Background: an optimization exercise with open tools, aiming at small area and a short achievable clock period. Do not read the settings as production practice. RTL that was checked went through simulation tests only; none was proved equivalent to the original. No functional check of the RTL was part of run 7.

<file path="design.v">
module fft_3_8 #(
 parameter DBW = 8,
 parameter CBW = 3) (
 input                  clk,
 input                  rstx,
 input                  clear,
 input      [  DBW-1:0] din,
 output reg [2*DBW-1:0] dout );
reg [2:0] cnt;
always @(posedge clk or negedge rstx)
  if (!rstx)      cnt <= 3'd0;
  else if (clear) cnt <= 3'd0;
  else            cnt <= cnt + 3'd1;
wire [2:0] cntn = clear ? 3'd0 : cnt + 3'd1;
wire [7:0] ph  = 8'd1 << cnt;
wire [7:0] phn = 8'd1 << cntn;                       
reg [7:0] din_r, sr1, sr2, sr3, sr4, opb;
wire st1 = ph[5] | ph[6] | ph[7] | ph[0];
wire [9:0] sum = {{2{sr4[7]}}, sr4} + {{2{opb[7]}}, opb} + 10'd1;
wire [8:0] nd  = {opb[7], opb} - {sr4[7], sr4};
wire [7:0] s   = sum[8:1];
wire       sat = (sr4 == 8'h7f) && (opb == 8'h80);    
wire [7:0] q   = sat ? 8'h81 : nd[8:1];
always @(posedge clk) begin
  din_r <= din;
  sr1   <= st1 ? s : din_r;
  sr2   <= sr1;
  sr3   <= ph[1] ? s : sr2;              
  sr4   <= sr3;
  opb   <= (ph[0] | ph[1]) ? sr1 : ph[2] ? s : din;
end
reg [7:0] d0, d1, d2, d3;       
reg [7:0] c1, c5, x0, x4;       
always @(posedge clk) begin
  if (ph[5]) d0 <= q;
  if (ph[6]) d1 <= q;
  if (ph[7]) d2 <= q;
  if (ph[0]) d3 <= q;
  if (ph[1]) c1 <= q;
  if (ph[2]) c5 <= q;
  if (ph[3]) begin x0 <= s; x4 <= q; end
end
reg tneg;
always @(posedge clk) tneg <= phn[4];
wire [8:0] tq3 = {{2{d1[7]}}, d1[7:1]} ^ {9{tneg}};
wire [8:0] tq7 = {{2{d3[7]}}, d3[7:1]};
wire [1:0] tk  = {1'b0, tneg} + {1'b0, d3[0]};
wire [8:0] tsum = tq3 + tq7 + {7'd0, tk};
reg  [8:0] t;
always @(posedge clk) t <= tsum;
wire [13:0] tx = {{5{t[8]}}, t};
wire [13:0] q1 = tx << 5, q2 = tx << 3, q3 = tx << 2;
wire [13:0] ps1 = q1 ^ q2 ^ q3;
wire [13:0] pc1 = {(q1[12:0] & q2[12:0]) | (q1[12:0] & q3[12:0]) | (q2[12:0] & q3[12:0]), 1'b0};
wire [13:0] ps2 = ps1 ^ pc1 ^ tx;
wire [13:0] pc2 = {(ps1[12:0] & pc1[12:0]) | (ps1[12:0] & tx[12:0]) | (pc1[12:0] & tx[12:0]), 1'b0};
wire [13:0] p45 = ps2 + pc2;
wire        e   = d3[0];
wire        pz  = t[5:0] == 6'd0;         
wire        pc  = e && (p45[5:0] < 6'd45);
wire        pcy = pc | (e ? (p45[5:0] == 6'd45) : pz);
reg [7:0] h1, h2;
reg [6:0] wq1, wq5;
reg       wp5, z1, z2, c1f, c2f, y1, y2;
always @(posedge clk) begin
  if (ph[5]) begin h1 <= p45[13:6]; z1 <= pz; c1f <= pc; y1 <= pcy;    
                   wq1 <= d0[7:1]; wq5 <= d2[7:1]; wp5 <= d2[0]; end
  if (ph[6]) begin h2 <= p45[13:6]; z2 <= pz; c2f <= pc; y2 <= pcy; end  
end
reg rx0, rx4, rc1, rcx, rinv, r3, r4, r5;                    
reg ic5, ic6, im, in, iinv;                                  
always @(posedge clk) begin
    rx0  <= phn[6];                                    
    rx4  <= phn[7];                                    
    rc1  <= phn[0] | phn[1];                           
    rcx  <= phn[2] | phn[3] | phn[4] | phn[5];         
    rinv <= phn[3] | phn[4];
    r3   <= phn[3];
    r4   <= phn[4];
    r5   <= phn[5];
    ic5  <= phn[0];                                    
    ic6  <= phn[1];                                    
    im   <= phn[2] | phn[3];
    in   <= phn[4] | phn[5];
    iinv <= phn[3] | phn[5];
  end
wire [8:0] are = ({9{rx0}} & {x0, 1'b0})
               | ({9{rx4}} & {~x4, 1'b1})
               | ({9{rc1}} & ~{c1[7], c1})
               | ({9{rcx}} & ~{{2{wq1[6]}}, wq1});
wire [7:0] bre = ({8{rcx}} & h1) ^ {8{rinv}};
wire [8:0] bre9 = {bre[7], bre};
wire [1:0] kre = rx0 ? 2'd0
               : rx4 ? 2'd1
               : r5  ? {~c1f, c1f}
               :       {1'b1, (r3 & z1) | (r4 & y1)};
wire [8:0] vre = are + bre9 + {7'd0, kre};
wire [8:0] aim = ({9{ic5}} & {c5[7], c5})
               | ({9{ic6}} & ~{c5[7], c5})
               | ({9{im}} & {{2{wq5[6]}}, wq5})
               | ({9{in}} & ~{{2{wq5[6]}}, wq5});
wire [7:0] bim = ({8{im | in}} & h2) ^ {8{iinv}};
wire [8:0] bim9 = {bim[7], bim};
wire [1:0] kim = ic5 ? 2'd1
               : ic6 ? 2'd2
               : im  ? 2'd1 + {1'b0, wp5} + {1'b0, r3 & z2}
               : r4  ? {~c2f, c2f}
               : r5  ? {1'b1, y2}
               :       2'd0;
wire [8:0] vim = aim + bim9 + {7'd0, kim};
always @(posedge clk) dout <= {vim[8:1], vre[8:1]};
endmodule
</file>
<file path="flow/run.sh">
#!/bin/bash
set -euo pipefail
MARGIN=${MARGIN:-6.75}
sed -e "s/SETUP_SLACK_MARGIN=[0-9.]*/SETUP_SLACK_MARGIN=$MARGIN/" \
    -e "s/ SLEW_MARGIN=/ BUFFER_PORTS_ARGS='-buffer_cell sky130_fd_sc_hd__buf_2' SLEW_MARGIN=/" \
    standard.sh > margin_flow.sh
bash margin_flow.sh > margin_flow.log 2>&1
</file>
<file path="standard.sh">
#!/bin/bash
# synth_recipe.tcl (not shown) runs the flow's synth.tcl, then flattens the netlist and writes it again
# the make line also repeats each setting of config.mk as NAME=value (left out here)
make -C /OpenROAD-flow-scripts/flow DESIGN_CONFIG=/design/flow/config.mk WORK_HOME=/design/flow/orfs CLKGATE_MAP_FILE= SYNTH_SCRIPT=/design/flow/synth_recipe.tcl "${@:-finish}"
</file>
<file path="config.mk">
export PLATFORM = sky130hd
export DESIGN_NAME = fft_3_8
export DESIGN_NICKNAME = fft_3_8
export VERILOG_FILES = /design/flow/design.v
export SDC_FILE = /design/flow/constraint.sdc
export NUM_CORES = 4
export LEC_CHECK = 0
export CAP_MARGIN = 20
export CORE_MARGIN = 2
export CORE_UTILIZATION = 40
export CTS_BUF_LIST = sky130_fd_sc_hd__clkbuf_8
export CTS_CLUSTER_DIAMETER = 100
export CTS_CLUSTER_SIZE = 30
export SETUP_SLACK_MARGIN = 5
export SLEW_MARGIN = 20
</file>
<file path="constraint.sdc">
create_clock -name core_clock -period 9.5 [get_ports {clk}]
set_input_delay 1.9000 -clock core_clock [delete_from_list [all_inputs] [get_ports {clk}]]
set_output_delay 1.9000 -clock core_clock [all_outputs]
set_load 0.01 [all_outputs]
</file>
==> qor.txt, run 1 <==
Run status - timing/DRC/antenna clean
Hold crit path type - reg -> reg
Type of the worst setup path - reg -> reg
Die Area - 23600 um2
Vias in the first global route - 5258
Avg WL per Cell - 15.8 um
Die Ht - 154 um
Startpoint types - flip-flop
Crit share post-route - 29.8%
Fillers - 2038
Post-Route WL - 17.3 mm
Share of cells above drive strength 1 - 17.8%
Register Area - 4810 um2
Gr usage total - 15.0%
Initial Util - 41.0%
I/O Buffers - 26
Max frequency - 353 MHz
Initial DRT Pass Iterations - 4
CP required - 9.72 ns
Syn_area_per_cell - 11.9 um2
Post-Layout Cell Count - 1096
Cells after Synth - 754
CTS tree - done
Critical-path top delay cell - fa_1
Number of max-cap violations - 0
Max reg flops - 16
CP top delay family - adder cells
Post-synth top area share - 33.1%
Max Root-Sink Buffers - 2
H-tree depth - 4
Layout area overhead - 12.6%
Fin crit period - 2.83 ns
CP peak stage delay - 0.54 ns
Initial DRC count - 261
Slew headroom - 37.3%
Clk_skew - 0.0188 ns
Multi-input gate area - 4050 um2
Top_reg_cell synth - edfxtp_1
Top post-synthesis cells by area - edfxtp_1 (33%), dfxtp_1 (19%), ha_1 (11%)
Mapped Nets - 868
Total core area - 21900 um2
Top Registers - dout (16), t (9)
Arr. time, crit path - 3.05 ns
Placed insts - 1050
Via count - 5338
RSZ-0062 raised after global routing - true
CTS root buf - clkbuf_8
GRT overflow - 0
First-pass GRT wire length - 27.2 mm
Setup TNS - 0 ns
Max FO, Critical Path - 3
# IOs - 27
Final setup viols - 0
Post-synth EDFFs - 99
Row count - 54
Async SR Flop Fraction - 1.60%
Worst-Margin Slew - 0.933 ns
Worst setup EP type - flip-flop
Post-synth cell types - 60
Nets - 916
Crit path cell chain - inv_4 > fa_1 > fa_1 > inv_2 > ha_4 > o21a_1 > o31a_1 > o21a_1 > nor2_4 > a21oi_2 > xor2_1
YS warnings - 1
Final worst setup slack - 6.67 ns
Die width - 154 um
Synth cell count leaders - edfxtp_1 (99), dfxtp_1 (86), ha_1 (82)
Hold Vio Cnt, Final - 0
Register clock-pin slew on the reported worst setup and hold paths - 0.10 ns
Cell Area, Synth - 8970 um2
Final Wtd Congestion - 0.820
DRC - 0
DP HPWL - 12.6 mm
Largest Register - dout
Clk sinks - 188
Fin. max-slew vios - 0
Final hold slack - 0.333 ns
Sequential area share after synthesis - 53.2%
Synth area leader - edfxtp_1
Via density per instance - 4.87
Antenna violations before repair - 1
Number of synthesized register bits - 188
Final ANT Viol Nets - 0
CTS buffer count - 17
Most common cell in the netlist - edfxtp_1
CP Buf/Inv Count - 2
Worst-Skew Late Latency - 0.46 ns
Post-Place Worst Slack - 6.44 ns
Largest net degree at the start of global routing - 35
[worst paths after layout]
| path | to | slack [ns] | from | cells after the start |
|---|---|---|---|---|
| worst max register to register | h2[5]$_DFFE_PP_ | 6.67 | t[4]$_DFF_P_ | 11 |
| max in group asynchronous | cnt[1]$_DFF_PN0_ | 8.15 | rstx | 1 |
| worst min register to register | sr4[5]$_DFF_P_ | 0.33 | sr3[5]$_DFF_P_ | 0 |
| worst min-delay path | sr4[5]$_DFF_P_ | 0.33 | sr3[5]$_DFF_P_ | 0 |
| worst max-delay path | h2[5]$_DFFE_PP_ | 6.67 | t[4]$_DFF_P_ | 11 |
| min in group asynchronous | cnt[0]$_DFF_PN0_ | 1.22 | rstx | 1 |
[per-stage QoR]
| stage | util, % | instance area, um2 |
|---|---|---|
| after global placement | 43.2 | 9460 |
| after global routing | 46.1 | 10100 |
| after floorplan | - | 9020 |
| final | 46.2 | 10100 |
| after CTS | 45.5 | 9950 |
| after detailed placement | 43.2 | 9460 |
[layout make-up]
| cell class | count | share of cell area (%) |
|---|---|---|
| Sequential cell | 188 | 47.6 |
| Inverter | 67 | 2.58 |
| Tap cell | 280 | 3.47 |
| Antenna cell | 1 | 0.0248 |
| Clock buffer | 18 | 2.45 |
| Timing Repair Buffer | 43 | 2.61 |
| Clock inverter | 14 | 1.16 |
| Multi-Input combinational cell | 485 | 40.1 |
[cells in the final DEF, fill, tap and decap left out, types with 5 or more instances in the layout]
| cell | synthesis | routed |
|---|---|---|
| mux2_2 | 9 | 9 |
| o21ai_0 | 28 | 24 |
| o221ai_1 | 6 | 6 |
| xnor2_1 | 46 | 44 |
| xor2_1 | 17 | 16 |
| dfxtp_2 | 0 | 9 |
| clkbuf_8 | 0 | 18 |
| ha_1 | 82 | 77 |
| edfxtp_1 | 99 | 99 |
| nand2_1 | 48 | 48 |
| a21oi_2 | 0 | 5 |
| buf_2 | 3 | 25 |
| inv_1 | 64 | 59 |
| nor3_1 | 13 | 12 |
| o21a_1 | 7 | 7 |
| a21o_1 | 6 | 6 |
| dfxtp_1 | 86 | 70 |
| nand2b_1 | 9 | 9 |
| fa_1 | 21 | 19 |
| inv_2 | 1 | 6 |
| dfxtp_4 | 0 | 7 |
| nor2b_1 | 15 | 13 |
| mux2i_1 | 13 | 13 |
| nor2_1 | 56 | 54 |
| o21ai_1 | 4 | 6 |
| a21oi_1 | 36 | 30 |
| a2bb2oi_1 | 6 | 6 |
| buf_4 | 1 | 17 |
[cell families after synthesis]
group / synth area share, %
compound gates: 9.15
xor+xnor: 6.15
fa+ha+maj: 16.1
buf+inv: 3.47
flops: 53.2
mux: 2.75
simple gates: 9.20
[metal layers]
metal | vias to the layer above | routed length (um) | track usage, %
li1 | 2724 | - | -
met1 | 2544 | 8270 | 19.9
met2 | 63 | 8280 | 24.8
met3 | 7 | 593 | 3.10
met4 | 0 | 136 | 4.72
met5 | - | 0 | 0
[repair_timing]
action                                  4_1_cts  5_1_grt
resized for setup                            30       30
gates cloned                                  0        0
hold buffers                                  0        0
endpoints found under the setup margin       44       44
pin swaps                                    18       12
buffers inserted                              6        7
==> run 2, diff against run 1 <==
==> flow/run.sh (replaced) <==
#!/bin/bash
set -euo pipefail
MARGIN=${MARGIN:-6.5}
sed -e "s/SETUP_SLACK_MARGIN=[0-9.]*/SETUP_SLACK_MARGIN=$MARGIN/" \
    -e "s/ SLEW_MARGIN=/ BUFFER_PORTS_ARGS='-buffer_cell sky130_fd_sc_hd__buf_2' SLEW_MARGIN=/" \
    standard.sh > margin_flow.sh
bash margin_flow.sh > margin_flow.log 2>&1
--- a/config.mk
+++ b/config.mk
@@ -12,4 +12,5 @@
 export CTS_CLUSTER_DIAMETER = 100
 export CTS_CLUSTER_SIZE = 30
+export PLACE_DENSITY = 0.75
 export SETUP_SLACK_MARGIN = 5
 export SLEW_MARGIN = 20
==> qor.txt, run 2 <==
Die Area - 23600 um2
Post-Layout Cell Count - 1080
Vias in the first global route - 5261
N_diodes - 0
Complex-gate fraction of the synthesized area - 9.15%
Hold crit path type - reg -> reg
Fin. max-slew vios - 0
Startpoint types - flip-flop
Initial DRC count - 356
Adder-cell share of the synthesized area - 16.1%
Most common cell after layout, fill and taps aside - edfxtp_1
# IOs - 27
Post-synth cell types - 60
Post-synth EDFFs - 99
Max Root-Sink Buffers - 2
Row count - 54
Placed insts - 1047
Fillers - 1950
Cell Area, Synth - 8970 um2
Synth cell count leaders - edfxtp_1 (99), dfxtp_1 (86), ha_1 (82)
YS warnings - 1
Top_reg_cell synth - edfxtp_1
Hold Vio Cnt, Final - 0
Cells after Synth - 754
Via count - 5399
Run status - timing/DRC/antenna clean
Post-Route WL - 16.7 mm
H-tree depth - 4
Fin crit period - 2.91 ns
Syn_area_per_cell - 11.9 um2
Sequential area share after synthesis - 53.2%
Number of max-cap violations - 0
Worst setup EP type - flip-flop
Async SR Flop Fraction - 1.60%
Post-synth top area share - 33.1%
Most common cell in the netlist - edfxtp_1
Synth area leader - edfxtp_1
Top Registers - dout (16), t (9)
Simple-Gate Fraction of Synth Area - 9.20%
Initial DRT Pass Iterations - 4
Die Ht - 154 um
Largest family of logic cells by synthesized area - adder cells
Die width - 154 um
Nets - 901
I/O Buffers - 26
CTS buffer count - 17
Register Area - 4790 um2
Number of synthesized register bits - 188
Mapped Nets - 868
Total core area - 21900 um2
CTS tree - done
CP required - 9.86 ns
Register clock-pin slew on the reported worst setup and hold paths - 0.10 ns
Final ANT Viol Nets - 0
Worst-Margin Slew - 1.17 ns
Slew headroom - 21.4%
Setup TNS - 0 ns
Crit share post-route - 30.6%
Arr. time, crit path - 3.27 ns
Final setup viols - 0
Worst-Skew Late Latency - 0.46 ns
DP HPWL - 12.1 mm
GRT overflow - 0
Initial Util - 41.0%
Share of cells above drive strength 1 - 12.8%
Layout area overhead - 10.2%
First-pass GRT wire length - 27.1 mm
Largest Register - dout
Multiplexer share of the synthesized area - 2.75%
RSZ-0062 raised after global routing - true
Avg WL per Cell - 15.4 um
Commonest cells after routing, fill and taps aside - edfxtp_1 (99), ha_1 (80), dfxtp_1 (77)
Max reg flops - 16
Gr usage total - 14.6%
DRC - 0
Final Wtd Congestion - 0.883
Via density per instance - 5.00
Max frequency - 344 MHz
CTS root buf - clkbuf_8
Max FO, Critical Path - 12
Clk sinks - 188
Antenna violations before repair - 0
Xor-xnor portion of the synthesized cell area - 6.15%
Clk_skew - 0.00988 ns
Multi-input gate area - 3940 um2
Top post-synthesis cells by area - edfxtp_1 (33%), dfxtp_1 (19%), ha_1 (11%)
Type of the worst setup path - reg -> reg
Largest net degree at the start of global routing - 34
run 2: through the flow:
| step | hold slack, ns | utilization (%) | worst slack (ns) | instance area (um2) |
|---|---|---|---|---|
| global route | 0.333 | 45.2 | 6.35 | 9890 |
| finish | 0.323 | 45.2 | 6.59 | 9890 |
| detailed placement | 0.312 | 43.0 | 6.37 | 9410 |
| global placement | 0.311 | 42.9 | 6.47 | 9400 |
| floorplan | 0.310 | - | 6.56 | 8970 |
| CTS | 0.330 | 44.8 | 6.51 | 9820 |
run 2: path summary, 6_finish.rpt:
path / startpoint / endpoint / slack [ns] / cells after the start
worst min register to register: sr3[6]$_DFF_P_ / sr4[6]$_DFF_P_ / 0.32 / 0
min in group asynchronous: rstx / cnt[2]$_DFF_PN0_ / 1.24 / 1
worst max-delay path: im$_DFF_P_ / dout[14]$_DFF_P_ / 6.59 / 14
worst min-delay path: sr3[6]$_DFF_P_ / sr4[6]$_DFF_P_ / 0.32 / 0
max in group asynchronous: rstx / cnt[1]$_DFF_PN0_ / 8.13 / 1
worst max register to register: im$_DFF_P_ / dout[14]$_DFF_P_ / 6.59 / 14
run 2: metal layers:
| metal | track usage, % | share of wire, % | wire, um | vias to the layer above |
|---|---|---|---|---|
| met2 | 24.6 | 49 | 8130 | 79 |
| met4 | 3.84 | 1.0 | 169 | 0 |
| li1 | - | - | - | 2697 |
| met5 | 0 | 0 | 0 | - |
| met3 | 3.64 | 3.6 | 608 | 11 |
| met1 | 18.9 | 47 | 7760 | 2612 |
run 2: final cells by class:
class / instances / area share [%]
flip-flops and latches: 188 / 48.5
repair buffers: 28 / 1.47
inverters: 67 / 2.58
clock inverters: 15 / 1.68
multi-input cells: 485 / 39.9
well taps: 280 / 3.54
clock buffers: 17 / 2.37
run 2: logic make-up (layout without fill, tap and decap cells):
| group | count (synthesis) | count (layout) |
|---|---|---|
| flip-flops | 188 | 188 |
| adder cells (fa/ha/maj) | 103 | 103 |
| XOR/XNOR | 63 | 63 |
| multiplexers | 23 | 23 |
| buffers and inverters | 81 | 127 |
| AO/OA/AOI/OAI | 123 | 123 |
| AND/OR/NAND/NOR | 173 | 173 |
run 2: repair_timing:
item,4_1_cts,5_1_grt
setup endpoints to repair,11,21
hold buffers,0,0
buffers inserted,0,1
pin swaps,0,1
gates resized for setup,6,20
run 2: worst max-delay path, stage by stage, from the launching register on:
cell      delay (ns)
dfxtp_2         0.40
or2_2           0.39
nand2_1         0.10
xor2_1          0.19
fa_1            0.44
inv_1           0.07
ha_1            0.15
inv_1           0.05
fa_1            0.40
nor2b_1         0.13
o21a_1          0.13
o21ai_0         0.08
nand2b_1        0.08
a21oi_1         0.08
xnor2_1         0.12
==> run 3, diff against run 2 <==
--- a/config.mk
+++ b/config.mk
@@ -12,5 +12,5 @@
 export CTS_CLUSTER_DIAMETER = 100
 export CTS_CLUSTER_SIZE = 30
-export PLACE_DENSITY = 0.75
+export GPL_TIMING_DRIVEN = 0
 export SETUP_SLACK_MARGIN = 5
 export SLEW_MARGIN = 20
==> qor.txt, run 3 <==
Worst setup EP type - flip-flop
Fin. max-slew vios - 0
Adder-cell share of the synthesized area - 16.1%
Fillers - 2044
Number of max-cap violations - 0
Total core area - 21900 um2
Arr. time, crit path - 3.32 ns
Clk_skew - 0.0195 ns
Top post-synthesis cells by area - edfxtp_1 (33%), dfxtp_1 (19%), ha_1 (11%)
Commonest cells after routing, fill and taps aside - edfxtp_1 (99), ha_1 (79), dfxtp_1 (77)
Initial DRT Pass Iterations - 4
Fin crit period - 2.94 ns
CTS buffer count - 17
Final setup viols - 0
Die Ht - 154 um
Max reg flops - 16
Multi-input gate area - 3980 um2
Initial Util - 41.0%
Largest net degree at the start of global routing - 23
Multiplexer share of the synthesized area - 2.75%
Avg WL per Cell - 15.4 um
Final hold slack - 0.335 ns
Syn_area_per_cell - 11.9 um2
Via density per instance - 4.92
H-tree depth - 4
Share of cells above drive strength 1 - 15.1%
Post-Route WL - 16.9 mm
Cell Area, Synth - 8970 um2
CTS tree - done
RSZ-0062 raised after global routing - true
DP HPWL - 12.6 mm
Complex-gate fraction of the synthesized area - 9.15%
Via count - 5398
Async SR Flop Fraction - 1.60%
First-pass GRT wire length - 27.3 mm
Max Root-Sink Buffers - 2
Register Area - 4790 um2
Crit share post-route - 30.9%
Simple-Gate Fraction of Synth Area - 9.20%
Type of the worst setup path - reg -> reg
Post-synth cell types - 60
Post-synth top area share - 33.1%
Max FO, Critical Path - 8
Top Registers - dout (16), t (9)
Hold crit path type - reg -> reg
Vias in the first global route - 5460
Largest family of logic cells by synthesized area - adder cells
GRT overflow - 0
Largest Register - dout
Die width - 154 um
Xor-xnor portion of the synthesized cell area - 6.15%
Row count - 54
Register clock-pin slew on the reported worst setup and hold paths - 0.11 ns
Number of synthesized register bits - 188
Post-CTS Hold Buffers - 0
Mapped Nets - 868
YS warnings - 1
Worst-Skew Late Latency - 0.48 ns
Most common cell in the netlist - edfxtp_1
Run status - timing/DRC/antenna clean
DRC - 0
Synth cell count leaders - edfxtp_1 (99), dfxtp_1 (86), ha_1 (82)
Clk sinks - 188
Setup TNS - 0 ns
Final ANT Viol Nets - 0
Nets - 918
Gr usage total - 14.9%
Startpoint types - flip-flop
Most common cell after layout, fill and taps aside - edfxtp_1
Worst-Margin Slew - 0.904 ns
Final Wtd Congestion - 0.841
Cells after Synth - 754
Slew headroom - 39.7%
Max frequency - 340 MHz
Sequential area share after synthesis - 53.2%
Synth area leader - edfxtp_1
Layout area overhead - 12.2%
Antenna violations before repair - 1
CP required - 9.88 ns
# IOs - 27
Initial DRC count - 227
I/O Buffers - 26
CTS root buf - clkbuf_8
Die Area - 23600 um2
Post-synth EDFFs - 99
Top_reg_cell synth - edfxtp_1
Hold Vio Cnt, Final - 0
[run 3: layer usage]
metal / track usage (%) / wire length (um) / vias up
met5: 0 / 0 / -
met4: 5.94 / 476 / 0
met3: 3.69 / 605 / 23
met2: 23.8 / 7800 / 76
met1: 19.5 / 8000 / 2567
li1: - / - / 2732
[run 3: per-stage QoR]
| step | cells | utilization [%] | area [um2] | setup WS (ns) |
|---|---|---|---|---|
| floorplan | 754 | - | 8970 | 6.56 |
| global placement | 1060 | 43.2 | 9450 | 6.16 |
| detailed placement | 1061 | 43.4 | 9490 | 6.15 |
| CTS | 1094 | 45.5 | 9970 | 6.50 |
| global route | 1098 | 46.0 | 10100 | 6.33 |
| finish | 1098 | 46.0 | 10100 | 6.56 |
[run 3: final timing paths]
path                                start                to  slack [ns]  cells past startpoint
max                            in$_DFF_P_  dout[14]$_DFF_P_        6.56                     15
min                        sr3[6]$_DFF_P_    sr4[6]$_DFF_P_        0.34                      0
max reg2reg                    in$_DFF_P_  dout[14]$_DFF_P_        6.56                     15
min reg2reg                sr3[6]$_DFF_P_    sr4[6]$_DFF_P_        0.34                      0
max in group asynchronous            rstx  cnt[0]$_DFF_PN0_        8.15                      1
min in group asynchronous            rstx  cnt[2]$_DFF_PN0_        1.22                      1
[run 3: cells by family (layout without fill, tap and decap cells)]
group / count (synthesis) / count (layout)
compound gates: 123 / 123
xor+xnor: 63 / 63
fa+ha+maj: 103 / 103
buf+inv: 81 / 144
flops: 188 / 188
mux: 23 / 23
other cells: 0 / 1
simple gates: 173 / 173
[run 3: repair_timing]
action                                  CTS  global route
resized for setup                        22            22
endpoints found under the setup margin   14            21
setup buffers                             1             3
pin swaps                                 1             3
[run 3: final cells by class]
class	count	area share (%)
Timing Repair Buffer	31	1.86
Antenna cell	1	0.0249
Clock inverter	14	1.70
Tap cell	280	3.48
Inverter	67	2.54
Buffer	14	0.783
Sequential cell	188	47.6
Multi-Input combinational cell	485	39.5
Clock buffer	18	2.46
[run 3: critical path, stage by stage (launching register included)]
cell and delay, ns:
dfxtp_4 0.38, or2_2 0.27, clkbuf_4 0.18, nand2_1 0.08
xor2_1 0.20, fa_1 0.44, inv_1 0.07, ha_1 0.19
inv_1 0.07, fa_2 0.35, nor2b_1 0.13, o21a_1 0.14
o21ai_0 0.08, nand2b_1 0.08, a21oi_1 0.07, xnor2_1 0.12
==> run 4, diff against run 3 <==
--- a/config.mk
+++ b/config.mk
@@ -12,5 +12,4 @@
 export CTS_CLUSTER_DIAMETER = 100
 export CTS_CLUSTER_SIZE = 30
-export GPL_TIMING_DRIVEN = 0
 export SETUP_SLACK_MARGIN = 5
 export SLEW_MARGIN = 20
==> qor.txt, run 4 <==
Mapped Nets - 868
Worst-Skew Late Latency - 0.48 ns
Die width - 154 um
Placed inst area - 9420 um2
CP required - 9.88 ns
CTS root buf - clkbuf_8
Final setup viols - 0
First-pass GRT wire length - 26.8 mm
Share of cells above drive strength 1 - 12.8%
Run status - timing/DRC/antenna clean
Post-Place Worst Slack - 6.41 ns
Register-to-register setup slack - 6.64 ns
Cells after Synth - 754
Max frequency - 350 MHz
Antenna violations before repair - 1
DRC - 0
Async SR Flop Fraction - 1.60%
Clk_skew - 0.0232 ns
Initial DRC count - 292
Number of synthesized register bits - 188
Largest net degree at the start of global routing - 35
Final ANT Viol Nets - 0
Max Root-Sink Buffers - 2
Worst Hold Depth - 0
Nets - 906
Die Area - 23600 um2
CTS buffer count - 17
Top_reg_cell synth - edfxtp_1
Post-synth cell types - 60
Hold Vio Cnt, Final - 0
Reg-to-reg critical path startpoint - ic6$_DFF_P_
Initial DRT Pass Iterations - 4
Gr usage total - 14.7%
Layout area overhead - 10.8%
Slew headroom - 38.9%
Arr. time, crit path - 3.24 ns
Final worst setup slack - 6.64 ns
Cell Area, Synth - 8970 um2
Worst-Margin Slew - 0.917 ns
Max FO, Critical Path - 10
Final instance area - 9940 um2
Most common cell after layout, fill and taps aside - edfxtp_1
Top Registers - dout (16), t (9)
Via count - 5311
Worst r2r dst - dout[14]$_DFF_P_
Largest Register - dout
Post-Route WL - 16.8 mm
Type of the worst setup path - reg -> reg
YS warnings - 1
# IOs - 27
Avg WL per Cell - 15.5 um
H-tree depth - 4
Post-synth top area share - 33.1%
I/O Buffers - 26
Post-CTS Hold Buffers - 0
Synth area leader - edfxtp_1
R2R cell count - 13
Hold Path Origin - sr3[5]$_DFF_P_
Startpoint types - flip-flop
GRT overflow - 0
DP HPWL - 12.4 mm
Die Ht - 154 um
Row count - 54
Fin. max-slew vios - 0
Via density per instance - 4.89
Initial Util - 41.0%
Most common cell in the netlist - edfxtp_1
Vias in the first global route - 5219
Crit share post-route - 30.1%
Clk sinks - 188
Final Wtd Congestion - 0.833
Register clock-pin slew on the reported worst setup and hold paths - 0.10 ns
Top post-synthesis cells by area - edfxtp_1 (33%), dfxtp_1 (19%), ha_1 (11%)
CTS tree - done
Number of max-cap violations - 0
Worst setup EP type - flip-flop
Commonest cells after routing, fill and taps aside - edfxtp_1 (99), ha_1 (79), dfxtp_1 (76)
Syn_area_per_cell - 11.9 um2
Hold crit path type - reg -> reg
Fin crit period - 2.86 ns
Setup TNS - 0 ns
Synth cell count leaders - edfxtp_1 (99), dfxtp_1 (86), ha_1 (82)
Post-synth EDFFs - 99
RSZ-0062 raised after global routing - true
Hold Path End - sr4[5]$_DFF_P_
Max reg flops - 16
Sequential area share after synthesis - 53.2%
Total core area - 21900 um2
[run 4: how the worst max path moves through the flow]
stage | from | to | slack, ns | cells after the start
2_1_floorplan | t[3]$_DFF_P_ | h1[5]$_DFFE_PP_ | 6.56 | 11
3_3_place_gp | t[3]$_DFF_P_ | h1[5]$_DFFE_PP_ | 6.47 | 11
3_5_place_dp | tneg$_DFF_P_ | t[8]$_DFF_P_ | 6.41 | 11
4_1_cts | im$_DFF_P_ | dout[14]$_DFF_P_ | 6.51 | 14
5_1_grt | ic6$_DFF_P_ | dout[14]$_DFF_P_ | 6.42 | 13
6_report | ic6$_DFF_P_ | dout[14]$_DFF_P_ | 6.64 | 13
[run 4: layout make-up]
class / instances / area [um2]
antenna: 1 / 2.50
clock buffer: 20 / 275
clock inverter: 12 / 134
fill: 2032 / 12000
inverter: 67 / 255
multi-input combinational: 485 / 3950
sequential: 188 / 4790
tap: 280 / 350
timing repair buffer: 33 / 183
[run 4: logic make-up after synthesis]
family / after synthesis / share of synthesized area, %
AND/OR/NAND/NOR: 173 / 9.20
multiplexers: 23 / 2.75
buffers and inverters: 81 / 3.47
flip-flops: 188 / 53.2
XOR/XNOR: 63 / 6.15
AO/OA/AOI/OAI: 123 / 9.15
adder cells (fa/ha/maj): 103 / 16.1
[run 4: repair_timing]
item,CTS,global route
pin swaps,0,2
setup buffers,0,3
endpoints found under the setup margin,9,22
resized for setup,3,23
[run 4: worst max-delay path, cell delays in order, from the launching register on]
cell	delay, ns
dfxtp_1	0.43
mux2_2	0.31
a211oi_1	0.31
fa_1	0.45
inv_1	0.07
ha_1	0.17
inv_1	0.06
fa_1	0.40
nor2b_1	0.13
o21a_1	0.13
o21ai_0	0.07
nand2b_1	0.07
a21oi_1	0.07
xnor2_1	0.12
[run 4: metal layers]
metal / part of all wire, % / vias up / routed length, um / track usage [%]
met5: 0 / - / 0 / 0
met4: 1.3 / 0 / 211 / 4.28
met3: 3.0 / 17 / 499 / 3.47
met2: 47 / 53 / 7910 / 24.3
met1: 49 / 2538 / 8170 / 19.5
li1: - / 2703 / - / -
[run 4: metrics by stage]
stage / hold WS [ns] / std cells / utilization (%)
floorplan: 0.310 / 754 / -
global placement: 0.311 / 1050 / 43.0
detailed placement: 0.315 / 1050 / 43.0
CTS: 0.338 / 1082 / 44.9
global route: 0.343 / 1085 / 45.4
finish: 0.335 / 1086 / 45.4
==> run 5, diff against run 4 <==
==> flow/run.sh (replaced) <==
#!/bin/bash
set -euo pipefail
MARGIN=${MARGIN:-6.4}
sed -e "s/SETUP_SLACK_MARGIN=[0-9.]*/SETUP_SLACK_MARGIN=$MARGIN/" \
    -e "s/ SLEW_MARGIN=/ BUFFER_PORTS_ARGS='-buffer_cell sky130_fd_sc_hd__buf_2' SLEW_MARGIN=/" \
    standard.sh > margin_flow.sh
bash margin_flow.sh > margin_flow.log 2>&1
==> qor.txt, run 5 <==
Crit share post-route - 30.7%
Register-to-register setup slack - 6.58 ns
Most common cell in the netlist - edfxtp_1
Fillers - 2040
Cells after Synth - 754
Row count - 54
CTS tree - done
GRT overflow - 0
Via count - 5348
Post-Place Worst Slack - 6.41 ns
Die width - 154 um
Post-CTS Hold Buffers - 0
Most frequent CP cell - fa_1
Final Wtd Congestion - 0.833
Initial Util - 41.0%
Max Root-Sink Buffers - 2
Final instance area - 9870 um2
Placed insts - 1050
CTS root buf - clkbuf_8
Syn_area_per_cell - 11.9 um2
Gr usage total - 14.7%
Initial DRT Pass Iterations - 4
CTS buffer count - 17
Top_reg_cell synth - edfxtp_1
CP required - 9.73 ns
Synth area leader - edfxtp_1
Run status - timing/DRC/antenna clean
CP top delay family - adder cells
Initial DRC count - 304
Layout area overhead - 10.0%
Max reg flops - 16
Most common cell after layout, fill and taps aside - edfxtp_1
Via density per instance - 4.94
Crit path cell chain - fa_1 > fa_1 > ha_1 > nor2b_1 > o31a_1 > o21a_1 > nor2_2 > a21oi_1 > xor2_1
Final setup viols - 0
Share of cells above drive strength 1 - 11.8%
Async SR Flop Fraction - 1.60%
Avg WL per Cell - 15.5 um
Placed inst area - 9420 um2
DP HPWL - 12.4 mm
Register clock-pin slew on the reported worst setup and hold paths - 0.10 ns
First-pass GRT wire length - 26.8 mm
Type of the worst setup path - reg -> reg
Top post-synthesis cells by area - edfxtp_1 (33%), dfxtp_1 (19%), ha_1 (11%)
Mapped Nets - 868
Hold crit path type - reg -> reg
Top Registers - dout (16), t (9)
Post-synth cell types - 60
Largest Register - dout
Largest net degree at the start of global routing - 35
Worst setup EP type - flip-flop
Worst-Margin Slew - 0.915 ns
Die Ht - 154 um
Final worst setup slack - 6.58 ns
Arr. time, crit path - 3.15 ns
Post-Layout Cell Count - 1083
Startpoint types - flip-flop
Postcts setup bufs - 0
Clk sinks - 188
Hold Vio Cnt, Final - 0
Max FO, Critical Path - 5
Nets - 903
Slew headroom - 39.0%
CP Buf/Inv Count - 0
Critical-path top delay cell - fa_1
Antenna violations before repair - 1
Worst-Skew Late Latency - 0.47 ns
RSZ-0062 raised after global routing - false
I/O Buffers - 26
Number of synthesized register bits - 188
Final ANT Viol Nets - 0
Post-Route WL - 16.8 mm
Clk_skew - 0.0237 ns
Core Util, Final - 45.1%
Fin. max-slew vios - 0
Max frequency - 342 MHz
Cell Area, Synth - 8970 um2
# IOs - 27
CP peak stage delay - 0.48 ns
H-tree depth - 4
Fin crit period - 2.92 ns
Commonest cells after routing, fill and taps aside - edfxtp_1 (99), ha_1 (82), dfxtp_1 (78)
YS warnings - 1
Post-synth top area share - 33.1%
Number of max-cap violations - 0
DRC - 0
Total core area - 21900 um2
Final hold slack - 0.335 ns
Synth cell count leaders - edfxtp_1 (99), dfxtp_1 (86), ha_1 (82)
Post-synth EDFFs - 99
Setup TNS - 0 ns
Vias in the first global route - 5219
Die Area - 23600 um2
Sequential area share after synthesis - 53.2%
[run 5: cell count changes in the layout (fill, tap and decap cells not counted)]
cell     change
buf_4        -3
ha_1         +3
ha_4         -3
dfxtp_1      +2
dfxtp_4      -2
[run 5: layout make-up]
| class | instances | area, um2 | area share (%) |
|---|---|---|---|
| flip-flops and latches | 188 | 4790 | 48.5 |
| multi-input cells | 485 | 3910 | 39.6 |
| well taps | 280 | 350 | 3.55 |
| clock buffers | 20 | 275 | 2.79 |
| inverters | 67 | 255 | 2.59 |
| repair buffers | 30 | 160 | 1.62 |
| clock inverters | 12 | 134 | 1.36 |
| diodes | 1 | 2.50 | 0.0253 |
[run 5: final timing paths]
kind | endpoint | startpoint | cells past startpoint
max | h1[5]$_DFFE_PP_ | t[0]$_DFF_P_ | 9
min | sr4[5]$_DFF_P_ | sr3[5]$_DFF_P_ | 0
max reg2reg | h1[5]$_DFFE_PP_ | t[0]$_DFF_P_ | 9
min reg2reg | sr4[5]$_DFF_P_ | sr3[5]$_DFF_P_ | 0
max in group asynchronous | cnt[2]$_DFF_PN0_ | rstx | 1
min in group asynchronous | cnt[0]$_DFF_PN0_ | rstx | 1
[run 5: metal layers]
metal	vias up	wire length (um)	track usage [%]
met5	-	0	0
met4	0	198	4.28
met3	15	555	3.47
met2	73	7900	24.3
met1	2564	8170	19.5
li1	2696	-	-
[run 5: cells by family after synthesis]
logic type | after synthesis | synth area share (%)
buffers and inverters | 81 | 3.47
AND/OR/NAND/NOR | 173 | 9.20
adder cells (fa/ha/maj) | 103 | 16.1
XOR/XNOR | 63 | 6.15
multiplexers | 23 | 2.75
flip-flops | 188 | 53.2
AO/OA/AOI/OAI | 123 | 9.15
[run 5: timing repair]
action	in CTS	in global routing
pin swaps	0	1
gates resized for setup	1	18
endpoints found under the setup margin	2	17
==> run 6, diff against run 5 <==
==> flow/run.sh (replaced) <==
#!/bin/bash
set -euo pipefail
MARGIN=${MARGIN:-6.6}
sed -e "s/SETUP_SLACK_MARGIN=[0-9.]*/SETUP_SLACK_MARGIN=$MARGIN/" \
    -e "s/ SLEW_MARGIN=/ BUFFER_PORTS_ARGS='-buffer_cell sky130_fd_sc_hd__buf_2' SLEW_MARGIN=/" \
    standard.sh > margin_flow.sh
bash margin_flow.sh > margin_flow.log 2>&1
==> qor.txt, run 6 <==
Crit share post-route - 29.6%
Xor-xnor portion of the synthesized cell area - 6.15%
R2R cell count - 9
Cell Area, Synth - 8970 um2
Post-synth top area share - 33.1%
Run status - timing/DRC/antenna clean
CTS tree - done
Sequential area share after synthesis - 53.2%
CTS root buf - clkbuf_8
DP HPWL - 12.5 mm
Largest Register - dout
Hold Vio Cnt, Final - 0
YS warnings - 1
Nets - 914
Startpoint types - flip-flop
Max Root-Sink Buffers - 2
Post-synth cell types - 60
Antenna violations before repair - 0
Final Wtd Congestion - 0.797
Clk_skew - 0.0243 ns
Row count - 54
Syn_area_per_cell - 11.9 um2
Initial Util - 41.0%
I/O Buffers - 26
Setup TNS - 0 ns
Most frequent CP cell - fa_1
Number of max-cap violations - 0
Max reg flops - 16
RSZ-0062 raised after global routing - true
Final setup viols - 0
Critical-path top delay cell - fa_1
Top_reg_cell synth - edfxtp_1
Number of synthesized register bits - 188
Worst r2r dst - h2[5]$_DFFE_PP_
Fin crit period - 2.81 ns
Final ANT Viol Nets - 0
Register clock-pin slew on the reported worst setup and hold paths - 0.11 ns
Hold crit path type - reg -> reg
Share of cells above drive strength 1 - 15.7%
Worst-Margin Slew - 0.915 ns
Total core area - 21900 um2
Multiplexer share of the synthesized area - 2.75%
Max FO, Critical Path - 5
Commonest cells after routing, fill and taps aside - edfxtp_1 (99), ha_1 (79), dfxtp_1 (70)
Complex-gate fraction of the synthesized area - 9.15%
Clk sinks - 188
Top post-synthesis cells by area - edfxtp_1 (33%), dfxtp_1 (19%), ha_1 (11%)
H-tree depth - 4
Vias in the first global route - 5279
Worst setup EP type - flip-flop
Type of the worst setup path - reg -> reg
Reg-to-reg critical path startpoint - t[2]$_DFF_P_
Die Area - 23600 um2
Hold Path End - sr4[5]$_DFF_P_
Mapped Nets - 868
Via density per instance - 4.89
Die Ht - 154 um
Crit path cell chain - fa_1 > fa_1 > ha_4 > nor2b_4 > o31a_1 > o21a_1 > nor2_2 > a21oi_2 > xor2_1
Die width - 154 um
N_diodes - 0
Async SR Flop Fraction - 1.60%
Synth cell count leaders - edfxtp_1 (99), dfxtp_1 (86), ha_1 (82)
Core Util, Final - 45.9%
Max frequency - 355 MHz
CP peak stage delay - 0.56 ns
Worst-Skew Late Latency - 0.47 ns
Register-to-register setup slack - 6.69 ns
DRC - 0
Largest family of logic cells by synthesized area - adder cells
Worst Hold Depth - 0
Arr. time, crit path - 3.04 ns
Top Registers - dout (16), t (9)
Post-synth EDFFs - 99
Layout area overhead - 12.1%
Cells after Synth - 754
CP required - 9.72 ns
CTS buffer count - 17
Most common cell after layout, fill and taps aside - edfxtp_1
Simple-Gate Fraction of Synth Area - 9.20%
Initial DRT Pass Iterations - 4
Slew headroom - 38.5%
Fin. max-slew vios - 0
Gr usage total - 15.1%
Most common cell in the netlist - edfxtp_1
Adder-cell share of the synthesized area - 16.1%
Avg WL per Cell - 15.5 um
Post-Route WL - 17.0 mm
Synth area leader - edfxtp_1
Via count - 5344
Initial DRC count - 299
GRT overflow - 0
First-pass GRT wire length - 27.5 mm
Hold Path Origin - sr3[5]$_DFF_P_
# IOs - 27
Largest net degree at the start of global routing - 35
## run 6: worst max-delay path by stage
| stage | start | endpoint | slack (ns) | cells after the start |
|---|---|---|---|---|
| 6_report | t[2]$_DFF_P_ | h2[5]$_DFFE_PP_ | 6.69 | 9 |
| 5_1_grt | im$_DFF_P_ | dout[14]$_DFF_P_ | 6.51 | 14 |
| 4_1_cts | rx4$_SDFF_PN0_ | dout[6]$_DFF_P_ | 6.60 | 14 |
| 3_5_place_dp | tneg$_DFF_P_ | t[6]$_DFF_P_ | 6.41 | 11 |
| 3_3_place_gp | tneg$_DFF_P_ | t[8]$_DFF_P_ | 6.51 | 11 |
| 2_1_floorplan | t[3]$_DFF_P_ | h1[5]$_DFFE_PP_ | 6.63 | 11 |
## run 6: what timing repair did
| item | 4_1_cts | 5_1_grt |
|---|---|---|
| cloned | 0 | 1 |
| setup buffers | 1 | 9 |
| endpoints found under the setup margin | 19 | 35 |
| pin swaps | 1 | 9 |
| resized for setup | 12 | 33 |
| hold buffers | 0 | 0 |
## run 6: logic make-up (layout without fill, tap and decap cells)
family,count (synthesis),count (layout)
flops,188,188
buf+inv,81,140
fa+ha+maj,103,103
mux,23,23
xor+xnor,63,63
simple gates,173,173
compound gates,123,123
## run 6: worst max-delay path: cells and delay by family, from the launching register on
kind | cells | cell delay (ns)
xor+xnor | 1 | 0.15
simple gates | 2 | 0.24
flops | 1 | 0.37
compound gates | 3 | 0.53
fa+ha+maj | 3 | 1.27
## run 6: area by class of cell
class / count / area, um2
repair inverters: 1 / 5.00
well taps: 280 / 350
inverters: 67 / 255
clock inverters: 15 / 180
multi-input cells: 485 / 3990
flip-flops and latches: 188 / 4810
repair buffers: 40 / 235
clock buffers: 17 / 234
fillers: 1992 / 11800
## run 6: stage by stage
stage / hold slack, ns / area, um2 / worst slack, ns / std cells
floorplan: 0.310 / 8980 / 6.63 / 754
global placement: 0.311 / 9430 / 6.51 / 1050
detailed placement: 0.313 / 9430 / 6.41 / 1050
CTS: 0.326 / 9870 / 6.60 / 1083
global route: 0.325 / 10100 / 6.51 / 1093
finish: 0.324 / 10100 / 6.69 / 1093
## run 6: routing by layer
metal  track usage (%)  share of wire (%)  vias up
met2              23.8                 46       76
li1                  -                  -     2712
met1              20.5                 48     2530
met5                 0                  0        -
met3              3.52                3.8       26
met4              5.20                2.1        0
==> run 7, diff against run 6 <==
--- a/design.v
+++ b/design.v
@@ -68,21 +68,19 @@
   if (ph[6]) begin h2 <= p45[13:6]; z2 <= pz; c2f <= pc; y2 <= pcy; end  
 end
-reg rx0, rx4, rc1, rcx, rinv, r3, r4, r5;                    
-reg ic5, ic6, im, in, iinv;                                  
-always @(posedge clk) begin
-    rx0  <= phn[6];                                    
-    rx4  <= phn[7];                                    
-    rc1  <= phn[0] | phn[1];                           
-    rcx  <= phn[2] | phn[3] | phn[4] | phn[5];         
-    rinv <= phn[3] | phn[4];
-    r3   <= phn[3];
-    r4   <= phn[4];
-    r5   <= phn[5];
-    ic5  <= phn[0];                                    
-    ic6  <= phn[1];                                    
-    im   <= phn[2] | phn[3];
-    in   <= phn[4] | phn[5];
-    iinv <= phn[3] | phn[5];
-  end
+reg [7:0] lp;                           
+always @(posedge clk) lp <= phn;
+wire rx0  = lp[6];                                
+wire rx4  = lp[7];                                
+wire rc1  = lp[0] | lp[1];                        
+wire rcx  = lp[2] | lp[3] | lp[4] | lp[5];        
+wire rinv = lp[3] | lp[4];
+wire r3   = lp[3];
+wire r4   = lp[4];
+wire r5   = lp[5];
+wire ic5  = lp[0];                                
+wire ic6  = lp[1];                                
+wire im   = lp[2] | lp[3];
+wire in   = lp[4] | lp[5];
+wire iinv = lp[3] | lp[5];
 wire [8:0] are = ({9{rx0}} & {x0, 1'b0})
                | ({9{rx4}} & {~x4, 1'b1})
==> flow/run.sh (replaced) <==
#!/bin/bash
set -euo pipefail
MARGIN=${MARGIN:-6.5}
sed -e "s/SETUP_SLACK_MARGIN=[0-9.]*/SETUP_SLACK_MARGIN=$MARGIN/" \
    -e "s/ SLEW_MARGIN=/ BUFFER_PORTS_ARGS='-buffer_cell sky130_fd_sc_hd__buf_2' SLEW_MARGIN=/" \
    standard.sh > margin_flow.sh
bash margin_flow.sh > margin_flow.log 2>&1
==> qor.txt, run 7 <==
Run status - timing/DRC/antenna clean
R2R cell count - 13
Via count - 5356
CP peak stage delay - 0.38 ns
CTS root buf - clkbuf_8
Worst setup EP type - flip-flop
Most frequent CP cell - a21oi_2
Worst-Skew Late Latency - 0.46 ns
Gr usage total - 14.6%
Final hold slack - 0.324 ns
Max FO, Critical Path - 5
Met3 usage - 3.04%
Crit share post-route - 31.5%
Total core area - 21800 um2
Cell Area, Synth - 8850 um2
Row count - 54
CP Depth - 13
Top Registers - dout (16), t (9)
CP required - 9.89 ns
Register-to-register setup slack - 6.51 ns
Mapped Nets - 867
Initial DRT Pass Iterations - 5
Cells after Synth - 753
Final setup viols - 0
Top post-synthesis cells by area - edfxtp_1 (34%), dfxtp_1 (18%), ha_1 (12%)
Avg WL per Cell - 15.3 um
Crit path cell chain - or2_4 > or3_4 > nand2_2 > xor2_1 > ha_1 > a31o_4 > ha_4 > fa_2 > a21o_1 > a21oi_2 > o21bai_1 > a21oi_2 > xnor2_1
CTS buffer count - 17
Most common cell in the netlist - edfxtp_1
Hold crit path type - reg -> reg
DP HPWL - 12.2 mm
CP Buf/Inv Count - 0
Final worst setup slack - 6.51 ns
Worst Hold Depth - 0
Max frequency - 334 MHz
Synth area leader - edfxtp_1
Top_reg_cell synth - edfxtp_1
First-pass GRT wire length - 26.5 mm
Most common cell after layout, fill and taps aside - edfxtp_1
Reg-to-reg critical path startpoint - lp[3]$_SDFF_PP0_
Worst-Margin Slew - 1.04 ns
Antenna violations before repair - 0
RSZ-0062 raised after global routing - true
Die Ht - 153 um
Number of max-cap violations - 0
Post-synth cell types - 55
Final Wtd Congestion - 0.832
Hold Vio Cnt, Final - 0
Fin. max-slew vios - 0
Via density per instance - 4.88
Share of cells above drive strength 1 - 17.5%
Commonest cells after routing, fill and taps aside - edfxtp_1 (99), ha_1 (76), dfxtp_1 (74)
Most crowded layer after global routing - met2
Sequential area share after synthesis - 52.8%
Arr. time, crit path - 3.38 ns
Initial Util - 40.7%
Critical-path top delay cell - or3_4
Core Util, Final - 46.2%
Die width - 153 um
Critical Path Start - lp[3]$_SDFF_PP0_
Post-synth top area share - 33.6%
Slew headroom - 30.2%
Initial DRC count - 465
End point of the critical path - dout[6]$_DFF_P_
Async SR Flop Fraction - 1.64%
Nets - 919
Fillers - 1982
Largest Register - dout
GRT overflow - 0
Post-Route WL - 16.8 mm
# IOs - 27
Startpoint types - flip-flop
Clk_skew - 0.0237 ns
CP top delay family - compound AO/OA/AOI/OAI gates
Largest net degree at the start of global routing - 35
Synth cell count leaders - edfxtp_1 (99), ha_1 (82), dfxtp_1 (81)
Post-Place Worst Slack - 6.02 ns
N_diodes - 0
CTS tree - done
Met2 Usage GRT - 23.4%
Max Root-Sink Buffers - 2
Number of synthesized register bits - 183
Met1 Use GR - 20.2%
Max reg flops - 16
Register clock-pin slew on the reported worst setup and hold paths - 0.12 ns
Layout area overhead - 13.6%
Final ANT Viol Nets - 0
Syn_area_per_cell - 11.8 um2
Clk sinks - 183
Fin crit period - 2.99 ns
Setup TNS - 0 ns
Type of the worst setup path - reg -> reg
Die Area - 23300 um2
DRC - 0
Post-synth EDFFs - 99
H-tree depth - 4
Post-CTS Hold Buffers - 0
I/O Buffers - 26
Vias in the first global route - 5106
Worst r2r dst - dout[6]$_DFF_P_
YS warnings - 1
==> run 7: changes by cell type in the layout (fill, tap and decap cells not counted), sizes merged, moves of 4 or more <==
cell,before,now
buf,40,49
dfxtp,86,81
mux2i,13,8
nand2,48,41
a21oi,36,46
a2bb2oi,6,0
inv,71,78
a22oi,1,8
o21bai,4,8
o211ai,3,7
xnor2,46,37
==> run 7: per-stage QoR <==
step,instance area [um2],std cells
2_1_floorplan,8880,753
3_3_place_gp,9290,1046
3_5_place_dp,9290,1046
4_1_cts,9860,1091
5_1_grt,10100,1098
6_report,10100,1098
==> run 7: area by class of cell <==
cell class	instances	area, um2	share of cell area, %
multi-input cells	482	4030	40.1
repair buffers	49	323	3.21
well taps	280	350	3.48
flip-flops and latches	183	4690	46.7
clock inverters	15	155	1.54
inverters	72	270	2.69
clock buffers	17	234	2.33
==> run 7: what timing repair did <==
item                                   CTS  global route
setup endpoints to repair               18            15
setup buffers                           13             7
gates resized for setup                 24            39
endpoints found under the hold margin    0             0
pin swaps                               13            30
==> run 7: cells by family after synthesis <==
family,count (synthesis),synth area share [%]
muxes,17,2.05
buffers and inverters,88,3.93
AOI/OAI and AO/OA,144,10.5
DFF,183,52.8
adders and majority gates,103,16.3
xor gates and xnor gates,57,5.64
and+or+nand+nor,161,8.79
==> run 7: metal layers <==
| metal | part of all wire [%] | vias up |
|---|---|---|
| li1 | - | 2744 |
| met1 | 48 | 2517 |
| met2 | 47 | 85 |
| met3 | 3.6 | 10 |
| met4 | 0.76 | 0 |
| met5 | 0 | - |
==> run 7: how the worst min path moves through the flow <==
stage	start	endpoint	slack, ns
6_report	sr3[4]$_DFF_P_	sr4[4]$_DFF_P_	0.32
4_1_cts	sr3[4]$_DFF_P_	sr4[4]$_DFF_P_	0.32
3_3_place_gp	sr3[5]$_DFF_P_	sr4[5]$_DFF_P_	0.31
2_1_floorplan	sr3[0]$_DFF_P_	sr4[0]$_DFF_P_	0.31
3_5_place_dp	sr3[0]$_DFF_P_	sr4[0]$_DFF_P_	0.31
5_1_grt	sr3[4]$_DFF_P_	sr4[4]$_DFF_P_	0.33
==> run 7: worst register-to-register path, stage by stage, from the launching register on <==
cell and delay (ns):
dfxtp_4 0.36, or2_4 0.25, or3_4 0.38, nand2_2 0.09, xor2_1 0.14, ha_1 0.26
a31o_4 0.23, ha_4 0.16, fa_2 0.36, a21o_1 0.17, a21oi_2 0.14, o21bai_1 0.10
a21oi_2 0.16, xnor2_1 0.12

-- static timing again, ports no longer ideal --
In the flow no input, the clock included, has a driving cell. The finished layouts below were timed again as built, in two steps. Step 1 (the two cells are an assumption about what drives the block):
set clk [get_ports {clk}]
set_driving_cell -lib_cell sky130_fd_sc_hd__clkbuf_16 $clk
set_driving_cell -lib_cell sky130_fd_sc_hd__buf_2 [delete_from_list [all_inputs] $clk]
Step 2 also shifts input and output timing later by t, the mid clock arrival at the registers, as if the neighbouring blocks saw the same clock. Slacks: ideal ports / drivers / drivers and shift; pairs: ideal ports / drivers.
| run | t (ns) | setup WS [ns] | hold slack, ns | worst slew at a driven data input, ns |
|---|---|---|---|---|
| run 1 | 0.495 | 6.667 / 6.657 / 6.583 | 0.333 / 0.333 / 0.333 | 0.06 |
| run 2 | 0.493 | 6.591 / 6.591 / 6.566 | 0.323 / 0.323 / 0.323 | 0.06 |
| run 3 | 0.504 | 6.562 / 6.562 / 6.562 | 0.335 / 0.335 / 0.335 | 0.06 |
| run 4 | 0.502 | 6.640 / 6.640 / 6.598 | 0.335 / 0.335 / 0.335 | 0.06 |
| run 5 | 0.498 | 6.579 / 6.579 / 6.579 | 0.335 / 0.335 / 0.335 | 0.06 |
| run 6 | 0.495 | 6.686 / 6.655 / 6.594 | 0.324 / 0.324 / 0.324 | 0.05 |
| run 7 | 0.494 | 6.510 / 6.510 / 6.510 | 0.324 / 0.324 / 0.324 | 0.03 |
After both steps setup and hold are still met in every run listed. The setup slack of run 6, which loses most, moves by -0.031 ns with the drivers and by -0.092 ns with both steps.
